Background: an optimization exercise with open tools, aiming at small area and a short achievable clock period. Do not read the settings as production practice.
In this exercise RTL edits were held to simulation tests only and were not proved equivalent to the original.

==> inputs of run F <==
Design fir_filter, start of the top module:
module fir_filter (
    input wire clk,
    input wire rst,
    input wire valid_in,
    input wire load,
    input wire [63:0] coeff_in,
    input wire [15:0] signal_in,
    output reg valid_out,
    output reg [31:0] signal_out
);
    reg [15:0] c0, c1, c2, c3;
    reg [15:0] x0, x1, x2, x3;
    reg [120:0] mid;
    reg loaded, loaded_mid;
    always @(posedge clk) begin
        if (load) begin
            c0 <= coeff_in[15:0];
            c1 <= coeff_in[31:16];
            c2 <= coeff_in[47:32];
            c3 <= coeff_in[63:48];
        end
    end
    always @(posedge clk or posedge rst) begin
        if (rst) begin
            loaded <= 1'b0;
            loaded_mid <= 1'b0;
        end else begin
            if (load)
                loaded <= 1'b1;
            if (valid_in)
                loaded_mid <= loaded;
        end
    end
    always @(posedge clk or posedge rst) begin
  ...
Settings: LEC_CHECK=0, ABC_CLOCK_PERIOD_IN_PS=2000, CAP_MARGIN=20, CORE_MARGIN=2, CORE_UTILIZATION=40, SETUP_SLACK_MARGIN=1.2, SLEW_MARGIN=20, SYNTH_HIERARCHICAL=1; clock period 6.5 ns.
run.sh (not shown) runs the stock make flow with config.mk's settings and CLKGATE_MAP_FILE= SYNTH_SCRIPT=/design/flow/synth_recipe.tcl, a recipe that flattens the netlist after the stock synthesis.
==> inputs of run A, as changes to run F <==
--- a/flow/config.mk
+++ b/flow/config.mk
@@ -5,10 +5,9 @@
 export SDC_FILE = /design/flow/constraint.sdc
 export NUM_CORES = 4
 export LEC_CHECK = 0
-export ABC_CLOCK_PERIOD_IN_PS = 2000
 export CAP_MARGIN = 20
 export CORE_MARGIN = 2
 export CORE_UTILIZATION = 40
-export SETUP_SLACK_MARGIN = 1.2
+export SETUP_SLACK_MARGIN = 2.5
 export SLEW_MARGIN = 20
 export SYNTH_HIERARCHICAL = 1
==> impl_metrics.json <==
{
  "worst_pin_slew_ns": 1.27,
  "status": "complete, no violations",
  "fill_cells": 7938,
  "rsz0062_at_grt": "no",
  "fin_crit_ns": 4.81,
  "diodes": 1,
  "wl_per_cell_um": 30.1,
  "place_ws_ns": 1.87,
  "postCtsSetupBuffers": 0,
  "place_inst": 3962,
  "grt_pass1_wl_mm": 176,
  "detail_route.vias_per_cell": 5.85
}
[end of results for run F]
==> impl_metrics.json <==
{
  "place_ws_ns": 1.88,
  "place_inst": 3965,
  "status": "complete, no violations",
  "holdWs_ns": 0.467,
  "grt_pass1_wl_mm": 189,
  "multi_input_gates": 2371,
  "fin_crit_ns": 4.23,
  "ys_seq_area_share_pct": 22.5,
  "worst_pin_slew_ns": 1.26,
  "postCtsSetupBuffers": 311,
  "top_layer_used": "met5",
  "wl_per_cell_um": 30.6,
  "diodes": 2,
  "finalSetupViolations": 0,
  "rsz0062_at_grt": "yes",
  "detail_route.vias_per_cell": 5.89
}
[end of results for run A]

==> willow: inputs <==
Starting RTL as in the previous note.
clock: 6.5 ns
lec_check: 0
cap_margin: 20
core_margin: 2
core_utilization: 40
slew_margin: 20
synth_hierarchical: 1
standard.sh (not shown) runs the stock make flow with config.mk's settings and CLKGATE_MAP_FILE= SYNTH_SCRIPT=/design/flow/synth_recipe.tcl, a recipe that flattens the netlist after the stock synthesis.
==> flow/flow/run.sh <==
#!/bin/bash
# Own layout flow: the standard layout (standard.sh), with smaller port
# buffers and stronger drivers on the registers that feed the partial products.
set -euo pipefail
here=$(pwd)
export FIX_FANOUT=6
export FIX_MARGIN=2.6
bash standard.sh finish \
  "BUFFER_PORTS_ARGS=-buffer_cell sky130_fd_sc_hd__buf_2" \
  "POST_RESIZE_TCL=$here/flow/post_resize.tcl" \
  "SETUP_SLACK_MARGIN=2.6" "SETUP_MOVE_SEQUENCE=sizeup,swap" \
  > "$here/standard.log" 2>&1
==> flow/flow/post_resize.tcl <==
# Give the registers that drive the partial products (16 or more loads each)
# a stronger output: a larger flip-flop where the library has one, else a buffer.
set nfix 0
foreach inst [get_cells *] {
  set ref [get_property $inst ref_name]
  if {![string match "sky130_fd_sc_hd__*df*" $ref]} { continue }
  set q [get_pins -quiet [get_full_name $inst]/Q]
  if {[llength $q] == 0} { continue }
  set net [get_nets -of_objects $q]
  set loads [get_pins -of_objects $net -filter "direction==input"]
  if {[llength $loads] < $::env(FIX_FANOUT)} { continue }
  if {$ref eq "sky130_fd_sc_hd__dfrtp_1"} {
    replace_cell $inst sky130_fd_sc_hd__dfrtp_4
  } elseif {$ref eq "sky130_fd_sc_hd__dfxtp_1"} {
    replace_cell $inst sky130_fd_sc_hd__dfxtp_4
  } else {
    insert_buffer -buffer_cell sky130_fd_sc_hd__buf_4 -net [get_full_name $net]
  }
  incr nfix
}
puts "post_resize: strengthened $nfix register outputs"
if {[info exists ::env(FIX_MARGIN)]} {
  estimate_parasitics -placement
  repair_timing -setup -setup_margin $::env(FIX_MARGIN) -sequence "sizeup,swap" -skip_buffering -match_cell_footprint -verbose
}
==> inputs of tundra, as changes to willow <==
--- a/flow/flow/run.sh
+++ b/flow/flow/run.sh
@@ -5,8 +5,7 @@
 here=$(pwd)
 export FIX_FANOUT=6
-export FIX_MARGIN=2.6
+export FIX_MARGIN=3.0
 bash standard.sh finish \
   "BUFFER_PORTS_ARGS=-buffer_cell sky130_fd_sc_hd__buf_2" \
   "POST_RESIZE_TCL=$here/flow/post_resize.tcl" \
-  "SETUP_SLACK_MARGIN=2.6" "SETUP_MOVE_SEQUENCE=sizeup,swap" \
   > "$here/standard.log" 2>&1
--- a/flow/config.mk
+++ b/flow/config.mk
@@ -9,4 +9,5 @@
 export CORE_MARGIN = 2
 export CORE_UTILIZATION = 40
+export CTS_BUF_LIST = sky130_fd_sc_hd__clkbuf_4 sky130_fd_sc_hd__clkbuf_8
 export SLEW_MARGIN = 20
 export SYNTH_HIERARCHICAL = 1
==> comparison <==
Synthesized cell count is the same in tundra and willow.
Clock skew: willow is lower than tundra (0.017 ns).
In willow the non-clock buffer count is lower than in tundra, by 5.
Of tundra and willow, willow has the higher hold slack (gap 0.00071 ns).
==> figures <==
Result of the run: willow complete, no violations; tundra complete, no violations
Worst hold margin: willow 0.476 ns; tundra 0.475 ns
Number of fillers in the final layout: willow 7726; tundra 7660
Non-filler cells, final: willow 4090; tundra 4137
Non-clock buffer area fraction after layout: willow 3.90%; tundra 3.95%
Maximum clock frequency: willow 238 MHz; tundra 235 MHz
Final period utilization: willow 64.5%; tundra 65.5%
Met3 routing resource usage after global routing: willow 14.2%; tundra 14.1%
Maximum number of pins on one net before global-route repair: willow 123; tundra 134
Via count of the first global-routing pass: willow 25.7k; tundra 25.9k
Required time reported for the critical path endpoint: willow 6.80 ns; tundra 6.93 ns
GR met1 Demand/Resource: willow 37.7%; tundra 38.4%
Pre-CTS setup slack: willow 2.31 ns; tundra 2.29 ns

-- what the ideal ports hide --
No port has a modelled driver above. Below, the same layouts with a new extraction and two added sets of constraints.
Step 1 sets driving cells, clkbuf_16 on the clock port and buf_2 on the other inputs (assumed; they add their load-dependent delay and slew).
Step 2 adds t to the input delays and takes it off the output delays; t is the mean of the earliest and latest rising clock arrival at the registers after step 1. Input paths then give back, and output paths get back, about the clock's delay inside the block.
Slacks: ideal ports / drivers / drivers and shift; pairs: ideal ports / drivers.
run	t (ns)	setup WS [ns]	worst setup path after step 2	latest minus earliest clock arrival (ns)	slew at the worst register clock pin (ns)
run F	0.641	1.688 / 1.688 / 1.688	register to register	0.031 / 0.031	0.06 / 0.06
run A	0.659	2.273 / 2.273 / 2.273	register to register	0.028 / 0.027	0.07 / 0.07
willow	0.636	2.307 / 2.307 / 2.307	register to register	0.045 / 0.046	0.07 / 0.07
tundra	0.764	2.243 / 2.243 / 2.243	register to register	0.065 / 0.065	0.07 / 0.07
After both steps every run listed still meets setup and hold.
